This is an optimization exercise on Yosys and OpenROAD, whose aim is small area, a short achievable clock period and few clock cycles per item, not a production implementation. Function was not checked in any run shown here: the RTL went through the layout flow alone.

==> flow/design.v (outline; a module is shown in full before it is edited, if it fits) <==
// module sigmoid_unit: 694 lines
// module pfx_row_h3_11_11: 45 lines
// module pfx_row_h3_12_12: 51 lines
// module pfx_row_h3_13_13: 53 lines
// module pfx_row_h3_14_14: 57 lines
// module pfx_row_h3_15_15: 61 lines
// module pfx_row_bk_16_16: 67 lines
// module pfx_row_bk_17_16: 69 lines
module sigmoid_unit (
    input  wire               clk,
    input  wire               rst,
    input  wire               in_valid,
    input  wire signed [15:0] net_in,
    output wire               out_valid,
    output wire signed [31:0] f_net,
    output wire signed [31:0] x,
    output wire signed [31:0] y,
    output wire signed [31:0] z
);
  // ...
==> flow/flow/run.sh <==
#!/bin/bash
set -euo pipefail
export BUFFER_PORTS_ARGS="-buffer_cell sky130_fd_sc_hd__buf_1"
# one tie cell drives all constant outputs
export SKIP_REPAIR_TIE_FANOUT=1
bash standard.sh > standard.log 2>&1
==> flow/standard.sh <==
#!/bin/bash
# synth_recipe.tcl (not shown) runs the flow's synth.tcl, then flattens the netlist and writes it again
# the make line also repeats each setting of config.mk as NAME=value (left out here)
make -C /OpenROAD-flow-scripts/flow DESIGN_CONFIG=/design/flow/config.mk WORK_HOME=/design/flow/orfs CLKGATE_MAP_FILE= SYNTH_SCRIPT=/design/flow/synth_recipe.tcl "${@:-finish}"
==> flow/config.mk <==
export PLATFORM = sky130hd
export DESIGN_NAME = sigmoid_unit
export DESIGN_NICKNAME = sigmoid_unit
export VERILOG_FILES = /design/flow/design.v
export SDC_FILE = /design/flow/constraint.sdc
export NUM_CORES = 4
export LEC_CHECK = 0
export ABC_AREA = 1
export CAP_MARGIN = 20
export CORE_MARGIN = 2
export CORE_UTILIZATION = 40
export CTS_BUF_LIST = sky130_fd_sc_hd__clkbuf_4 sky130_fd_sc_hd__clkbuf_8
export SLEW_MARGIN = 20
==> flow/constraint.sdc <==
create_clock -name core_clock -period 62.0 [get_ports {clk}]
set_input_delay 12.4000 -clock core_clock [delete_from_list [all_inputs] [get_ports {clk}]]
set_output_delay 12.4000 -clock core_clock [all_outputs]
set_load 0.01 [all_outputs]
==> reports/metrics.cfg, run 1 <==
[final_layout]
fin_nets = 1732
seq_share_pct = 17.70
multi_input_area_share_pct = 66.46
fill_cells = 2914
finish.instance_area_um2 = 11660
regArea_um2 = 2063
top_area_cell_class = multi-input combinational cells
inverters = 204

[cts]
numCtsBuffers = 9
cts_htree_levels = 3
cts_resized = 0
cts_tree = built

[placement]
routabilityCongestion = 0.8464
placed_cells = 1859

[synthesis]
yosys.area.top_type = dfxtp_1
yosys_warnings = 1
async_reset_ff_share_pct = 0
synth_fa_ha_area_share_pct = 29.62
ys_top_cells_by_count = 363 x nand2_1, 193 x inv_1, 141 x ha_1
synth_area_um2 = 11360
synth_top_area_share_pct = 18.14

[critical_path]
rr_worst_depth = 67
endpoint = y[16]
reg2reg_slack_ns = 49.74
cpMaxStageDelayCell = dfxtp_1

[floorplan]
die-area_um2 = 29780
start_util_pct = 40.79
fp-row-count = 61
io_pins = 148

[run_status]
status = finished clean

[detailed_routing]
routed_wl_um = 22260
drcViolationCount = 0
drt-met1-wl_um = 10340

[flow_run]
maxCapViolCount = 0

[global_route]
grtUsageMet3_pct = 2.089
grt.overflow.total = 0

[worst_hold_path]
hold_depth = 2
worstHoldStart = v0

[sta]
tns_ns = 0
hold_violations = 0
fin_worst_skew_ns = 0.01872

==> run 2, diff against run 1 <==
--- a/flow/design.v
+++ b/flow/design.v
@@ -32,96 +32,82 @@
 assign dp0_p[11] = (net_q[10] ^ s0) ^ (1'b0); assign dp0_g[11] = (net_q[10] ^ s0) & (1'b0);
 assign dp0_p[12] = (net_q[11] ^ s0) ^ (1'b0); assign dp0_g[12] = (net_q[11] ^ s0) & (1'b0);
 assign dp0_p[13] = (net_q[12] ^ s0) ^ (1'b0); assign dp0_g[13] = (net_q[12] ^ s0) & (1'b0);
 assign dp0_p[14] = (net_q[13] ^ s0) ^ (1'b0); assign dp0_g[14] = (net_q[13] ^ s0) & (1'b0);
 assign dp0_p[15] = (net_q[14] ^ s0) ^ (1'b0); assign dp0_g[15] = (net_q[14] ^ s0) & (1'b0);
 assign dp0_p[16] = (net_q[15] ^ s0) ^ (1'b0); assign dp0_g[16] = (net_q[15] ^ s0) & (1'b0);
 wire dp0_g0_1 = dp0_g[1] | (dp0_p[1] & dp0_g[0]);
 wire dp0_p0_1 = dp0_p[1] & dp0_p[0];
-wire dp0_g0_3 = dp0_g[3] | (dp0_p[3] & dp0_g[2]);
-wire dp0_p0_3 = dp0_p[3] & dp0_p[2];
-wire dp0_g0_5 = dp0_g[5] | (dp0_p[5] & dp0_g[4]);
-wire dp0_p0_5 = dp0_p[5] & dp0_p[4];
+wire dp0_g0_4 = dp0_g[4] | (dp0_p[4] & dp0_g[3]);
+wire dp0_p0_4 = dp0_p[4] & dp0_p[3];
 wire dp0_g0_7 = dp0_g[7] | (dp0_p[7] & dp0_g[6]);
 wire dp0_p0_7 = dp0_p[7] & dp0_p[6];
-wire dp0_g0_9 = dp0_g[9] | (dp0_p[9] & dp0_g[8]);
-wire dp0_p0_9 = dp0_p[9] & dp0_p[8];
-wire dp0_g0_11 = dp0_g[11] | (dp0_p[11] & dp0_g[10]);
-wire dp0_p0_11 = dp0_p[11] & dp0_p[10];
+wire dp0_g0_10 = dp0_g[10] | (dp0_p[10] & dp0_g[9]);
+wire dp0_p0_10 = dp0_p[10] & dp0_p[9];
 wire dp0_g0_13 = dp0_g[13] | (dp0_p[13] & dp0_g[12]);
 wire dp0_p0_13 = dp0_p[13] & dp0_p[12];
-wire dp0_g0_15 = dp0_g[15] | (dp0_p[15] & dp0_g[14]);
-wire dp0_p0_15 = dp0_p[15] & dp0_p[14];
+wire dp0_g0_16 = dp0_g[16] | (dp0_p[16] & dp0_g[15]);
+wire dp0_p0_16 = dp0_p[16] & dp0_p[15];
 wire dp0_g1_2 = dp0_g[2] | (dp0_p[2] & dp0_g0_1);
 wire dp0_p1_2 = dp0_p[2] & dp0_p0_1;
-wire dp0_g1_3 = dp0_g0_3 | (dp0_p0_3 & dp0_g0_1);
-wire dp0_p1_3 = dp0_p0_3 & dp0_p0_1;
-wire dp0_g1_6 = dp0_g[6] | (dp0_p[6] & dp0_g0_5);
-wire dp0_p1_6 = dp0_p[6] & dp0_p0_5;
-wire dp0_g1_7 = dp0_g0_7 | (dp0_p0_7 & dp0_g0_5);
-wire dp0_p1_7 = dp0_p0_7 & dp0_p0_5;
-wire dp0_g1_10 = dp0_g[10] | (dp0_p[10] & dp0_g0_9);
-wire dp0_p1_10 = dp0_p[10] & dp0_p0_9;
-wire dp0_g1_11 = dp0_g0_11 | (dp0_p0_11 & dp0_g0_9);
-wire dp0_p1_11 = dp0_p0_11 & dp0_p0_9;
+wire dp0_g1_5 = dp0_g[5] | (dp0_p[5] & dp0_g0_4);
+wire dp0_p1_5 = dp0_p[5] & dp0_p0_4;
+wire dp0_g1_8 = dp0_g[8] | (dp0_p[8] & dp0_g0_7);
+wire dp0_p1_8 = dp0_p[8] & dp0_p0_7;
+wire dp0_g1_11 = dp0_g[11] | (dp0_p[11] & dp0_g0_10);
+wire dp0_p1_11 = dp0_p[11] & dp0_p0_10;
 wire dp0_g1_14 = dp0_g[14] | (dp0_p[14] & dp0_g0_13);
 wire dp0_p1_14 = dp0_p[14] & dp0_p0_13;
-wire dp0_g1_15 = dp0_g0_15 | (dp0_p0_15 & dp0_g0_13);
-wire dp0_p1_15 = dp0_p0_15 & dp0_p0_13;
-wire dp0_g2_4 = dp0_g[4] | (dp0_p[4] & dp0_g1_3);
-wire dp0_p2_4 = dp0_p[4] & dp0_p1_3;
-wire dp0_g2_5 = dp0_g0_5 | (dp0_p0_5 & dp0_g1_3);
-wire dp0_p2_5 = dp0_p0_5 & dp0_p1_3;
-wire dp0_g2_6 = dp0_g1_6 | (dp0_p1_6 & dp0_g1_3);
-wire dp0_p2_6 = dp0_p1_6 & dp0_p1_3;
-wire dp0_g2_7 = dp0_g1_7 | (dp0_p1_7 & dp0_g1_3);
-wire dp0_p2_7 = dp0_p1_7 & dp0_p1_3;
-wire dp0_g2_12 = dp0_g[12] | (dp0_p[12] & dp0_g1_11);
-wire dp0_p2_12 = dp0_p[12] & dp0_p1_11;
-wire dp0_g2_13 = dp0_g0_13 | (dp0_p0_13 & dp0_g1_11);
-wire dp0_p2_13 = dp0_p0_13 & dp0_p1_11;
-wire dp0_g2_14 = dp0_g1_14 | (dp0_p1_14 & dp0_g1_11);
-wire dp0_p2_14 = dp0_p1_14 & dp0_p1_11;
-wire dp0_g2_15 = dp0_g1_15 | (dp0_p1_15 & dp0_g1_11);
-wire dp0_p2_15 = dp0_p1_15 & dp0_p1_11;
-wire dp0_g3_8 = dp0_g[8] | (dp0_p[8] & dp0_g2_7);
-wire dp0_p3_8 = dp0_p[8] & dp0_p2_7;
-wire dp0_g3_9 = dp0_g0_9 | (dp0_p0_9 & dp0_g2_7);
-wire dp0_p3_9 = dp0_p0_9 & dp0_p2_7;
-wire dp0_g3_10 = dp0_g1_10 | (dp0_p1_10 & dp0_g2_7);
-wire dp0_p3_10 = dp0_p1_10 & dp0_p2_7;
-wire dp0_g3_11 = dp0_g1_11 | (dp0_p1_11 & dp0_g2_7);
-wire dp0_p3_11 = dp0_p1_11 & dp0_p2_7;
-wire dp0_g3_12 = dp0_g2_12 | (dp0_p2_12 & dp0_g2_7);
-wire dp0_p3_12 = dp0_p2_12 & dp0_p2_7;
-wire dp0_g3_13 = dp0_g2_13 | (dp0_p2_13 & dp0_g2_7);
-wire dp0_p3_13 = dp0_p2_13 & dp0_p2_7;
-wire dp0_g3_14 = dp0_g2_14 | (dp0_p2_14 & dp0_g2_7);
-wire dp0_p3_14 = dp0_p2_14 & dp0_p2_7;
-wire dp0_g3_15 = dp0_g2_15 | (dp0_p2_15 & dp0_g2_7);
-wire dp0_p3_15 = dp0_p2_15 & dp0_p2_7;
-wire dp0_g4_16 = dp0_g[16] | (dp0_p[16] & dp0_g3_15);
-wire dp0_p4_16 = dp0_p[16] & dp0_p3_15;
+wire dp0_g2_5 = dp0_g1_5 | (dp0_p1_5 & dp0_g1_2);
+wire dp0_p2_5 = dp0_p1_5 & dp0_p1_2;
+wire dp0_g2_11 = dp0_g1_11 | (dp0_p1_11 & dp0_g1_8);
+wire dp0_p2_11 = dp0_p1_11 & dp0_p1_8;
+wire dp0_g3_8 = dp0_g1_8 | (dp0_p1_8 & dp0_g2_5);
+wire dp0_p3_8 = dp0_p1_8 & dp0_p2_5;
+wire dp0_g3_11 = dp0_g2_11 | (dp0_p2_11 & dp0_g2_5);
+wire dp0_p3_11 = dp0_p2_11 & dp0_p2_5;
+wire dp0_g4_14 = dp0_g1_14 | (dp0_p1_14 & dp0_g3_11);
+wire dp0_p4_14 = dp0_p1_14 & dp0_p3_11;
+wire dp0_g5_3 = dp0_g[3] | (dp0_p[3] & dp0_g1_2);
+wire dp0_p5_3 = dp0_p[3] & dp0_p1_2;
+wire dp0_g5_4 = dp0_g0_4 | (dp0_p0_4 & dp0_g1_2);
+wire dp0_p5_4 = dp0_p0_4 & dp0_p1_2;
+wire dp0_g5_6 = dp0_g[6] | (dp0_p[6] & dp0_g2_5);
+wire dp0_p5_6 = dp0_p[6] & dp0_p2_5;
+wire dp0_g5_7 = dp0_g0_7 | (dp0_p0_7 & dp0_g2_5);
+wire dp0_p5_7 = dp0_p0_7 & dp0_p2_5;
+wire dp0_g5_9 = dp0_g[9] | (dp0_p[9] & dp0_g3_8);
+wire dp0_p5_9 = dp0_p[9] & dp0_p3_8;
+wire dp0_g5_10 = dp0_g0_10 | (dp0_p0_10 & dp0_g3_8);
+wire dp0_p5_10 = dp0_p0_10 & dp0_p3_8;
+wire dp0_g5_12 = dp0_g[12] | (dp0_p[12] & dp0_g3_11);
+wire dp0_p5_12 = dp0_p[12] & dp0_p3_11;
+wire dp0_g5_13 = dp0_g0_13 | (dp0_p0_13 & dp0_g3_11);
+wire dp0_p5_13 = dp0_p0_13 & dp0_p3_11;
+wire dp0_g5_15 = dp0_g[15] | (dp0_p[15] & dp0_g4_14);
+wire dp0_p5_15 = dp0_p[15] & dp0_p4_14;
+wire dp0_g5_16 = dp0_g0_16 | (dp0_p0_16 & dp0_g4_14);
+wire dp0_p5_16 = dp0_p0_16 & dp0_p4_14;
 assign dp0[0] = dp0_p[1] ^ dp0_g[0];
 assign dp0[1] = dp0_p[2] ^ dp0_g0_1;
 assign dp0[2] = dp0_p[3] ^ dp0_g1_2;
-assign dp0[3] = dp0_p[4] ^ dp0_g1_3;
-assign dp0[4] = dp0_p[5] ^ dp0_g2_4;
+assign dp0[3] = dp0_p[4] ^ dp0_g5_3;
+assign dp0[4] = dp0_p[5] ^ dp0_g5_4;
 assign dp0[5] = dp0_p[6] ^ dp0_g2_5;
-assign dp0[6] = dp0_p[7] ^ dp0_g2_6;
-assign dp0[7] = dp0_p[8] ^ dp0_g2_7;
+assign dp0[6] = dp0_p[7] ^ dp0_g5_6;
+assign dp0[7] = dp0_p[8] ^ dp0_g5_7;
 assign dp0[8] = dp0_p[9] ^ dp0_g3_8;
-assign dp0[9] = dp0_p[10] ^ dp0_g3_9;
-assign dp0[10] = dp0_p[11] ^ dp0_g3_10;
+assign dp0[9] = dp0_p[10] ^ dp0_g5_9;
+assign dp0[10] = dp0_p[11] ^ dp0_g5_10;
 assign dp0[11] = dp0_p[12] ^ dp0_g3_11;
-assign dp0[12] = dp0_p[13] ^ dp0_g3_12;
-assign dp0[13] = dp0_p[14] ^ dp0_g3_13;
-assign dp0[14] = dp0_p[15] ^ dp0_g3_14;
-assign dp0[15] = dp0_p[16] ^ dp0_g3_15;
+assign dp0[12] = dp0_p[13] ^ dp0_g5_12;
+assign dp0[13] = dp0_p[14] ^ dp0_g5_13;
+assign dp0[14] = dp0_p[15] ^ dp0_g4_14;
+assign dp0[15] = dp0_p[16] ^ dp0_g5_15;
 wire [15:0] d0 = dp0;
 wire [10:0] tk9 = 11'd1953;
 wire [10:0] df9;
 wire        ge9;
 pfx_row_h3_11_11 row9 (.t(tk9), .d(d0[10:0]), .hz(~|d0[15:11]), .ge(ge9), .r(df9));
 wire [10:0] tr9 = df9;
 wire [11:0] tk8 = {tr9, 1'b0};
 wire [11:0] df8;
==> flow/flow/run.sh (replaced) <==
#!/bin/bash
set -euo pipefail
export BUFFER_PORTS_ARGS="-buffer_cell sky130_fd_sc_hd__buf_1"
# one tie cell drives all constant outputs
export SKIP_REPAIR_TIE_FANOUT=1
# stronger flip-flops where one drives several output buffers
export POST_GLOBAL_PLACE_TCL=$PWD/flow/upsize_out_ff.tcl UPSIZE_FF4_MIN=4 UPSIZE_FF2_MIN=2
bash standard.sh > standard.log 2>&1
==> flow/flow/upsize_out_ff.tcl (new file) <==
# Give the flip-flops that drive several output-port buffers (the copies of
# the sign bits, and the z bits that also drive f_net) a stronger drive.
set block [ord::get_db_block]
set n_up 0
foreach inst [$block getInsts] {
  if {[[$inst getMaster] getName] ne "sky130_fd_sc_hd__dfxtp_1"} { continue }
  set q [$inst findITerm Q]
  set net [$q getNet]
  if {$net eq "NULL"} { continue }
  set nout 0
  foreach it [$net getITerms] {
    if {[string match "output*" [[$it getInst] getName]]} { incr nout }
  }
  if {$nout >= $::env(UPSIZE_FF4_MIN)} {
    replace_cell [$inst getName] sky130_fd_sc_hd__dfxtp_4
    incr n_up
  } elseif {$nout >= $::env(UPSIZE_FF2_MIN)} {
    replace_cell [$inst getName] sky130_fd_sc_hd__dfxtp_2
    incr n_up
  }
}
puts "upsize_out_ff: resized $n_up flip-flops"
==> reports/metrics.cfg, run 2 <==
[sta]
min_period_over_period_pct = 21.54  ; was 21.57%
min_period_ns = 13.35  ; was 13.38 ns
fin_worst_skew_ns = 0.02355  ; was 0.01872 ns
slew_violations = 0  ; unchanged
tightest_slew_ns = 0.9329  ; was 0.8815 ns
final.setup.worst_slack_ns = 48.65  ; was 48.63 ns
max_freq_mhz = 74.88  ; was 74.77 MHz
timing.hold.ws_ns = 0.4119  ; was 0.4138 ns
hold_violations = 0  ; unchanged
relSlewSlack_pct = 37.60  ; was 41.16%
tns_ns = 0  ; unchanged
rsz0062_at_grt = false  ; unchanged
setup_viol = 0  ; unchanged

[synthesis]
synth-edff-count = 0  ; unchanged
ys.flop_type = dfxtp_1  ; unchanged
synth_top_area_share_pct = 18.39  ; was 18.14%
yosys_warnings = 1  ; unchanged
yosysSeqAreaShare_pct = 18.39  ; was 18.14%
synthTopCellsByArea = dfxtp_1 18%, ha_1 16%, fa_1 14%  ; unchanged
ys_top_cells_by_count = 322 x nand2_1, 190 x inv_1, 146 x ha_1  ; was 363 x nand2_1, 193 x inv_1, 141 x ha_1
synthCells = 1430  ; was 1488
post-synth-top-count-cell = nand2_1  ; unchanged
ys_types = 52  ; was 55
synth_area_um2 = 11210  ; was 11360 µm²
synth.ff_latch_count = 103  ; unchanged
synth_fp_nets = 1675  ; was 1728
yosys.area.top_type = dfxtp_1  ; unchanged
synth.avg_cell_area_um2 = 7.840  ; was 7.638 µm²
async_reset_ff_share_pct = 0  ; unchanged

[critical_path]
cp_data_required_time_ns = 49.60  ; about the same
worst_ep_arrival_time_ns = 0.96  ; was 0.97 ns
cpLargestDelayFamily = flip-flops  ; unchanged
critPathBufInv = 1  ; unchanged
critPathMaxStageDelay_ns = 0.40  ; was 0.41 ns
critPathLaunchType = register  ; unchanged
critical_path_class = register to output port  ; unchanged
cpMaxStageDelayCell = dfxtp_2  ; was dfxtp_1
cp.depth = 1  ; unchanged
rr_worst_depth = 69  ; was 67
crit_chain = buf_1  ; unchanged
reg2reg_slack_ns = 49.49  ; was 49.74 ns
endpoint_kind = output port  ; unchanged
path_max_fanout = 3  ; was 6

[cts]
cts_resized = 0  ; unchanged
numCtsBuffers = 9  ; unchanged
cts_htree_levels = 3  ; unchanged
cts_tree = built  ; unchanged
insertion_delay_ns = 0.40  ; about the same
cts-root-buf = clkbuf_8  ; unchanged
clk_pin_slew_worst_paths_ns = 0.12  ; about the same
postCtsSetupBuffers = 0  ; unchanged
cts_hold_buffers = 0  ; unchanged
clockBufferDepth = 2  ; unchanged
clock_sinks = 103  ; unchanged

[final_layout]
final_cell_mix = 322 x nand2_1, 190 x inv_1, 146 x ha_1  ; was 363 x nand2_1, 193 x inv_1, 141 x ha_1
fin_nets = 1678  ; was 1732
drive_above_1_share_pct = 7.024  ; was 4.947%
largest_register_ff_count = 22  ; unchanged
n_antenna_cell = 0  ; unchanged
largestRegisters = xr: 22 flops, d1: 16 flops, net_q: 16 flops  ; unchanged
syn_to_final_growth_pct = 2.880  ; was 2.587%
regArea_um2 = 2096  ; was 2063 µm²
multi_input_area_um2 = 7605  ; was 7749 µm²
regMostFlops = xr  ; unchanged
fin_cells = 1816  ; was 1874
final_common_cell = nand2_1  ; unchanged
finish.instance_area_um2 = 11530  ; was 11660 µm²
fill_cells = 2868  ; was 2914

[floorplan]
start_util_pct = 40.46  ; was 40.79%
coreArea_um2 = 27710  ; was 27860 µm²
fp.dieW_um = 171.4  ; was 172.6 µm
fp-row-count = 61  ; unchanged
io_pins = 148  ; unchanged
die_h_um = 171.4  ; was 172.6 µm
die-area_um2 = 29380  ; was 29780 µm²

[detailed_routing]
dr.pass1.iters = 5  ; was 4
ant_nets = 0  ; unchanged
dr_total_vias = 8527  ; was 8872
wl_per_cell_um = 12.93  ; was 11.88 µm
routed_wl_um = 23480  ; was 22260 µm
viasPerCell = 4.695  ; was 4.734
drcViolationCount = 0  ; unchanged
drtIter0Drc = 266  ; was 315

[global_route]
grt.total_usage_pct = 17.11  ; was 15.77%
grt.overflow.total = 0  ; unchanged
antenna_found_initial = 0  ; unchanged
grt_pass1_wl_um = 40100  ; was 39810 µm
grt_max_degree = 48  ; was 51
grt_pass1_vias = 8562  ; was 8822

[worst_hold_path]
hold_depth = 2  ; unchanged
hp-class = register to register  ; unchanged

[run_status]
status = finished clean  ; unchanged

[placement]
placed_cells = 1800  ; was 1859
place_ws_ns = 49.07  ; was 49.04 ns
portBuffers = 101  ; unchanged
dpl-instance-area_um2 = 11340  ; was 11460 µm²
hpwl_um = 19800  ; was 18760 µm

[flow_run]
maxCapViolCount = 0  ; unchanged

run 2: cell types whose count changed after synthesis, sizes merged, moves of 4 or more:
cell,delta
nand2,-45
nand3,-19
o21ai,+17
nor2,-11
a21o,-7
a31oi,-5
ha,+5
xnor2,+5
a21oi,+4
xor2,+4
run 2: layout make-up:
cell class | count | share of cell area, %
flip-flops and latches | 103 | 18.17
clock buffers | 10 | 1.139
inverters | 201 | 6.607
clock inverters | 6 | 0.4990
repair buffers | 105 | 3.547
multi-input cells | 1013 | 65.94
well taps | 378 | 4.101
run 2: layer usage:
layer	routed length [µm]	global-route usage [%]
met1	10610	20.48
met2	11630	31.63
met3	632	1.956
met4	599	5.859
met5	0	0
run 2: final timing paths:
check | startpoint | to
worst min-delay path | v1 | vo
worst min register to register | v1 | vo
worst max-delay path | zr[1] | f_net[1]
worst max register to register | net_q[15] | t1[12]
run 2: logic make-up (layout without fill, tap and decap cells):
family / count (synthesis) / in the layout / synth area share (%)
other: 1 / 1 / 0.03345
and+or+nand+nor: 494 / 494 / 19.45
muxes: 2 / 2 / 0.1786
buffers and inverters: 314 / 322 / 13.77
DFF: 103 / 103 / 18.39
xor gates and xnor gates: 98 / 98 / 7.857
AOI/OAI and AO/OA: 192 / 192 / 9.732
adders and majority gates: 226 / 226 / 30.58
run 2: per-stage QoR:
step	utilization, %
5_1_grt	41.63
4_1_cts	41.63
6_report	41.63
3_3_place_gp	40.83
2_1_floorplan	-
3_5_place_dp	40.95

## separate check: timing with driven ports
How much do the figures lean on ideal ports? The routed layouts below were timed once more, with nothing changed but the port constraints.
Step 1 assumes that a clkbuf_16 drives the clock port and a buf_2 every other input.
Step 2, shift: input delay + t, output delay - t, t = (earliest + latest rising clock arrival at the registers) / 2. This alone moves slack from input paths to output paths.
Slacks: ideal ports / drivers / drivers and shift; pairs: ideal ports / drivers.
run | shift t [ns] | setup slack, ns | hold slack, ns | worst setup path after step 2 | worst slew at a driven data input, ns
run 1 | 0.425 | 48.625 / 48.590 / 49.015 | 0.414 / 0.414 / 0.414 | register to output | 0.03
run 2 | 0.432 | 48.645 / 48.604 / 49.036 | 0.412 / 0.412 / 0.412 | register to output | 0.04
After both steps setup and hold are still met in every run listed.
